From an optimization exercise on the open Yosys and OpenROAD flow, aimed at small area and a short achievable clock period; shortcuts taken in it are not production practice. No activity file was given, so power comes from the tool's default toggle rates.

==> flow/design.v (excerpt) <==
module maxpool_new(
	input [4:0] stride,
	input  maxpool_enable,
	output reg [18:0] address1 , write_address,
	output reg maxpool_done, patch_end,
	input clk ,
	input reset,
	input [9:0]  w1 ,h1,
	input [4:0] w2,h2,
	output reg [9:0] width,
	output [9:0] height
    );
Size in the first run: about 790 cells after synthesis, ~160 flip-flops, about 98 I/O pins.
clock: 25.0 ns
lec_check: 0
cap_margin: 50
core_margin: 2
core_utilization: 40
cts_buf_list: sky130_fd_sc_hd__clkbuf_8
slew_margin: 70
synth_hierarchical: 1
standard.sh (not shown) runs the stock make flow with config.mk's settings and CLKGATE_MAP_FILE= SYNTH_SCRIPT=/design/flow/synth_recipe.tcl, a recipe that flattens the netlist after the stock synthesis.
==> flow/flow/run.sh <==
#!/bin/bash
# Standard layout, with the port buffers made from buf_1 cells and timing
# repair asked to leave more setup slack than the clock period needs.
export BUFFER_PORTS_ARGS="-buffer_cell sky130_fd_sc_hd__buf_1"
export SETUP_SLACK_MARGIN=18
bash standard.sh > standard.log 2>&1
==> next run, changes <==
--- a/flow/design.v
+++ b/flow/design.v
@@ -20,14 +20,13 @@
 reg [18:0] N;            
 reg [9:0]  Vrem;         
 reg [9:0]  q;            
 reg [4:0]  r;            
 reg        wvalid;       
 reg        done_i;       
-reg        done_h;       
-assign height = done_h ? q : 10'd0;
+assign height = maxpool_done ? q : 10'd0;
 wire [18:0] a_step, w_sum, wa_n;
 wire [4:0]  hi_n, vi_n, rs_n, rt_n;
 wire [9:0]  hs_n, Vrem_n, q_n;
 wire        done_n, pe_n, fw_n;
 wire        c_run, c_a_step, c_a_w, c_a_N, c_vi, c_pend;
 wire        c_hi, c_vi1, c_hs, c_qi, c_q0, c_rs, c_rt, c_rsr;
@@ -47,17 +46,17 @@
 	.c_hi(c_hi), .c_vi1(c_vi1), .c_hs(c_hs), .c_qi(c_qi), .c_q0(c_q0),
 	.c_rs(c_rs), .c_rt(c_rt), .c_rsr(c_rsr)
 );
 wire [18:0] a_d, wa_d, W_d, N_d;
 wire [4:0]  hi_d, vi_d, r_d;
 wire [9:0]  Hn_d, Vrem_d, q_d, width_d;
-wire        done_d, done_i_d, done_h_d, pe_d, fw_d, wv_d;
+wire        done_d, done_i_d, pe_d, fw_d, wv_d;
 maxpool_gate gt (
 	.reset(reset), .en(maxpool_enable), .stride(stride), .sr(sr), .h1(h1),
 	.address1(address1), .write_address(write_address), .maxpool_done(maxpool_done),
-	.done_i(done_i), .done_h(done_h), .patch_end(patch_end), .hi(hi), .vi(vi), .Hn(Hn), .fw(fw), .W(W), .N(N),
+	.done_i(done_i), .patch_end(patch_end), .hi(hi), .vi(vi), .Hn(Hn), .fw(fw), .W(W), .N(N),
 	.Vrem(Vrem), .q(q), .r(r), .wvalid(wvalid), .width(width),
 	.a_step(a_step), .w_sum(w_sum), .wa_n(wa_n),
 	.hi_n(hi_n), .vi_n(vi_n), .rs_n(rs_n), .rt_n(rt_n),
 	.hs_n(hs_n), .Vrem_n(Vrem_n), .q_n(q_n),
 	.done_n(done_n), .pe_n(pe_n), .fw_n(fw_n),
 	.c_run(c_run), .c_a_step(c_a_step), .c_a_w(c_a_w), .c_a_N(c_a_N),
@@ -65,25 +64,24 @@
 	.c_qr(c_qr), .c_row(c_row), .c_width(c_width), .c_ncap(c_ncap),
 	.c_hi(c_hi), .c_vi1(c_vi1), .c_hs(c_hs), .c_qi(c_qi), .c_q0(c_q0),
 	.c_rs(c_rs), .c_rt(c_rt), .c_rsr(c_rsr),
 	.a_d(a_d), .wa_d(wa_d), .W_d(W_d), .N_d(N_d),
 	.hi_d(hi_d), .vi_d(vi_d), .r_d(r_d),
 	.Hn_d(Hn_d), .Vrem_d(Vrem_d), .q_d(q_d), .width_d(width_d),
-	.done_d(done_d), .done_i_d(done_i_d), .done_h_d(done_h_d), .pe_d(pe_d), .fw_d(fw_d), .wv_d(wv_d)
+	.done_d(done_d), .done_i_d(done_i_d), .pe_d(pe_d), .fw_d(fw_d), .wv_d(wv_d)
 );
 always @(posedge clk) begin
 	w1r  <= w1;
 	w2m1 <= w2 - 5'd1;
 	h2m1 <= h2 - 5'd1;
 	sr   <= stride;
 	s_h2 <= (stride == h2);
 	address1      <= a_d;
 	write_address <= wa_d;
 	maxpool_done  <= done_d;
 	done_i        <= done_i_d;
-	done_h        <= done_h_d;
 	patch_end     <= pe_d;
 	hi     <= hi_d;
 	vi     <= vi_d;
 	Hn     <= Hn_d;
 	fw     <= fw_d;
 	W      <= W_d;
@@ -203,13 +201,13 @@
 endmodule
 module maxpool_gate(
 	input        reset, en,
 	input [4:0]  stride, sr,
 	input [9:0]  h1,
 	input [18:0] address1, write_address,
-	input        maxpool_done, done_i, done_h, patch_end,
+	input        maxpool_done, done_i, patch_end,
 	input [4:0]  hi, vi,
 	input [9:0]  Hn,
 	input        fw,
 	input [18:0] W, N,
 	input [9:0]  Vrem, q,
 	input [4:0]  r,
@@ -222,13 +220,13 @@
 	input        c_run, c_a_step, c_a_w, c_a_N, c_vi, c_pend,
 	input        c_qr, c_row, c_width, c_ncap,
 	input        c_hi, c_vi1, c_hs, c_qi, c_q0, c_rs, c_rt, c_rsr,
 	output [18:0] a_d, wa_d, W_d, N_d,
 	output [4:0]  hi_d, vi_d, r_d,
 	output [9:0]  Hn_d, Vrem_d, q_d, width_d,
-	output        done_d, done_i_d, done_h_d, pe_d, fw_d, wv_d
+	output        done_d, done_i_d, pe_d, fw_d, wv_d
 );
 wire la0;
 mp_l u_la0 (.reset(reset), .en(en), .c(c_a_step), .l(la0));
 wire la1;
 mp_l u_la1 (.reset(reset), .en(en), .c(c_a_w), .l(la1));
 wire la2;
@@ -252,13 +250,12 @@
 wire ldn;
 mp_l u_ldn (.reset(reset), .en(en), .c(c_run), .l(ldn));
 wire kdn;
 mp_k u_kdn (.reset(reset), .en(en), .c(c_run), .k(kdn));
 mp_sel #(1)  s_dn (.l(ldn), .k(kdn), .n(done_n), .q(maxpool_done), .d(done_d));
 mp_sel #(1)  s_di (.l(ldn), .k(kdn), .n(done_n), .q(done_i), .d(done_i_d));
-mp_sel #(1)  s_dh (.l(ldn), .k(kdn), .n(done_n), .q(done_h), .d(done_h_d));
 wire lhi;
 mp_l u_lhi (.reset(reset), .en(en), .c(c_hi), .l(lhi));
 wire khi;
 mp_k u_khi (.reset(reset), .en(en), .c(c_run), .k(khi));
 mp_sel #(5)  s_hi (.l(lhi), .k(khi), .n(hi_n), .q(hi), .d(hi_d));
 wire lpe;
Outcome: First-iteration DRC count increases by 32%; fmax is about the same; area after synthesis stays flat; clock-buffer cell count does not change; wire length decreases by 0.70%; global-route usage is about the same; utilization decreases by 0.26 points; worst setup slack gets worse by 11 ps; via count increases by 0.75%; register-to-register slack barely changes; final area decreases by 0.89%; sequential power is about the same.
Function was not checked in any run of this note: the RTL went through the layout flow alone.

-- static timing again, ports no longer ideal --
In the flow no input, the clock included, has a driving cell. The finished layouts below were timed again as built, in two steps. Step 1 sets driving cells, clkbuf_16 on the clock port and buf_2 on the other inputs (assumed; they add their load-dependent delay and slew). Step 2 moves the port delays by t, midway between the first and last clock arrival at a register: inputs arrive t later, outputs are due t later. That takes back most of the time a late clock gives input paths. Three values: no drivers, after step 1, after step 2; two values: the first two.
run	shift t [ns]	slack for setup (ns)	slew at the worst register clock pin (ns)
the first run	0.503	18.660 / 18.618 / 18.427	0.10 / 0.10
the second run	0.496	18.648 / 18.608 / 18.520	0.10 / 0.10
After both steps setup and hold are still met in every run listed. The setup slack of the first run, which loses most, moves by -0.042 ns with the drivers and by -0.233 ns with both steps.
